Background: an optimization exercise with open tools, aiming at small area and a short achievable clock period. Do not read the settings as production practice. Function was checked by simulation only, so behaviour that the tests miss may differ from the original. Power figures rest on the tool's default switching activity, not on a simulated workload.

==> run G: inputs <==
// fpmul_pipe
module fpmul_pipe (clk, oprA, oprB, Result);
    input clk;
    input [31:0] oprA, oprB;
    output [31:0] Result;
    wire [129:0] r1_d;
    wire [7:0] e1_d;
    wire s1_d;
    reg [129:0] r1_q;
    reg [7:0] e1_q;
    reg s1_q;
    wire [24:0] p2_d;
    reg [24:0] p2_q;
    reg [7:0] e2_q;
    reg s2_q;
    fpmul_sa u_sa (.oprA(oprA), .oprB(oprB), .r1(r1_d), .e1(e1_d), .s1(s1_d));
    fpmul_sb u_sb (.r1(r1_q), .p2(p2_d));
    fpmul_sc u_sc (.p2(p2_q), .e2(e2_q), .s2(s2_q), .Result(Result));
    always @(posedge clk)
    begin
        r1_q <= r1_d;
        e1_q <= e1_d;
        s1_q <= s1_d;
        p2_q <= p2_d;
        e2_q <= e1_q;
        s2_q <= s1_q;
    end
endmodule
==> flow/config.mk <==
export PLATFORM = sky130hd
export DESIGN_NAME = fpmul_pipe
export DESIGN_NICKNAME = fpmul_pipe
export VERILOG_FILES = /design/flow/design.v
export SDC_FILE = /design/flow/constraint.sdc
export NUM_CORES = 4
export LEC_CHECK = 0
export CAP_MARGIN = 20
export CORE_MARGIN = 2
export CORE_UTILIZATION = 40
export CTS_BUF_LIST = sky130_fd_sc_hd__clkbuf_4 sky130_fd_sc_hd__clkbuf_8
export SETUP_SLACK_MARGIN = 5
export SLEW_MARGIN = 20
export SYNTH_HIERARCHICAL = 1
export SYNTH_MINIMUM_KEEP_SIZE = 0
==> flow/constraint.sdc <==
create_clock -name core_clock -period 9.5 [get_ports {clk}]
set_input_delay 1.9000 -clock core_clock [delete_from_list [all_inputs] [get_ports {clk}]]
set_output_delay 1.9000 -clock core_clock [all_outputs]
set_load 0.01 [all_outputs]
standard.sh (not shown) runs the stock make flow with config.mk's settings and CLKGATE_MAP_FILE= SYNTH_SCRIPT=/design/flow/synth_recipe.tcl, a recipe that flattens the netlist after the stock synthesis.
==> flow/flow/run.sh <==
#!/bin/bash
# The standard layout, except that the port buffers are buf_4 cells rather than the
# clkdlybuf4s50_1 delay cells buffer_ports picks by default.
set -euo pipefail
export BUFFER_PORTS_ARGS="-buffer_cell sky130_fd_sc_hd__buf_4"
bash standard.sh finish > orfs_flow.log 2>&1
==> run M: changes against run G <==
==> flow/flow/run.sh (replaced) <==
#!/bin/bash
# The standard layout, except that the port buffers are buf_4 cells rather than the
# clkdlybuf4s50_1 delay cells buffer_ports picks by default, and that timing repair aims
# for a setup slack of 5.5 ns at the 9.5 ns clock.
set -euo pipefail
export BUFFER_PORTS_ARGS="-buffer_cell sky130_fd_sc_hd__buf_4"
export SETUP_SLACK_MARGIN=5.5
bash standard.sh finish > orfs_flow.log 2>&1
CTS_BUF_LIST = unset   (was sky130_fd_sc_hd__clkbuf_4 sky130_fd_sc_hd__clkbuf_8)
SETUP_SLACK_MARGIN = unset   (was 5)
==> run C: changes against run G <==
==> flow/flow/run.sh (replaced) <==
#!/bin/bash
# The standard layout, except that the port buffers are buf_4 cells rather than the
# clkdlybuf4s50_1 delay cells buffer_ports picks by default, and that timing repair aims
# for a setup slack of 6.5 ns at the 9.5 ns clock.
set -euo pipefail
export BUFFER_PORTS_ARGS="-buffer_cell sky130_fd_sc_hd__buf_4"
export SETUP_SLACK_MARGIN=6.5
bash standard.sh finish > orfs_flow.log 2>&1
CTS_BUF_LIST = unset   (was sky130_fd_sc_hd__clkbuf_4 sky130_fd_sc_hd__clkbuf_8)
SETUP_SLACK_MARGIN = unset   (was 5)
==> qor summary <==
| quantity | run G | run C | run M |
|---|---|---|---|
| Share of the core filled with cells in the final layout | 41.6% | 55.4% | 50.8% |
| Fmax | 223 MHz | 236 MHz | 237 MHz |
| Sequential cell area | 0.00346 sq mm | 0.00347 sq mm | 0.00346 sq mm |
| Final worst hold slack | 0.325 ns | 0.330 ns | 0.327 ns |
| Placement-stage cell area | 0.0193 sq mm | 0.0204 sq mm | 0.0200 sq mm |
| Total power | 0.00786 W | 0.0112 W | 0.00853 W |
| Worst R2R End | p2_q[18]$_DFF_P_ | p2_q[14]$_DFF_P_ | p2_q[11]$_DFF_P_ |
| Final-stage net count | 2,103 | 2,359 | 2,291 |
| Detailed Place HPWL | 36,000 microns | 37,400 microns | 36,600 microns |
| Sum of routed wire segments on met1 | 22,500 microns | 26,100 microns | 24,600 microns |
| Global-route wire length before repair | 83,300 microns | 102,000 microns | 95,000 microns |
| Number of buffers added for setup after CTS | 4 | 212 | 136 |
| Outcome | timing/DRC/antenna clean | timing/DRC/antenna clean | timing/DRC/antenna clean |
| Capture endpoint of the worst hold path | e2_q[1]$_DFF_P_ | e2_q[3]$_DFF_P_ | e2_q[7]$_DFF_P_ |
| Power density over cell area | 396 mW/mm^2 | 424 mW/mm^2 | 352 mW/mm^2 |
| Global-route usage over all layers | 21.9% | 27.7% | 25.7% |
| Number of optimization iterations in the first detailed-route pass | 6 | 5 | 6 |
| Fill cell total of the finished layout | 4,520 | 3,800 | 4,005 |
| Global-route track usage on met1 | 28.2% | 33.3% | 31.6% |
| Reg2reg path depth | 10 | 12 | 11 |
| Buffering stage count on the worst path with inverters included | 2 | 3 | 2 |
| Register fraction of the total cell area | 17.4% | 13.1% | 14.3% |
| Register clock-pin slew on the reported worst setup and hold paths | 0.09 ns | 0.07 ns | 0.07 ns |
| Switching share of total power | 47.4% | 44.1% | 45.9% |

-- what the ideal ports hide --
In the flow no input, the clock included, has a driving cell. The finished layouts below were timed again as built, in two steps.
Step 1 (the two cells are an assumption about what drives the block):
set clk [get_ports {clk}]
set_driving_cell -lib_cell sky130_fd_sc_hd__clkbuf_16 $clk
set_driving_cell -lib_cell sky130_fd_sc_hd__buf_2 [delete_from_list [all_inputs] $clk]
Step 2 times the ports against the registers' clock, not the clock port: input delays grow and output delays shrink by t, the midpoint of the rising clock arrivals with the driver on.
Three values: ideal, step 1, step 2; two values: the first two.
run	t (ns)	setup WS [ns]	worst hold slack (ns)	worst setup path at the end	worst slew at a driven data input, ns
run G	0.568	5.020 / 5.046 / 4.479	0.325 / 0.325 / 0.325	input to register	0.09
run M	0.540	5.279 / 5.185 / 4.645	0.327 / 0.327 / 0.327	input to register	0.16
run C	0.552	5.270 / 5.285 / 4.733	0.330 / 0.330 / 0.330	input to register	0.16
After both steps every run listed still meets setup and hold. The setup slack of run M, which loses most, moves by -0.094 ns with the drivers and by -0.634 ns with both steps.
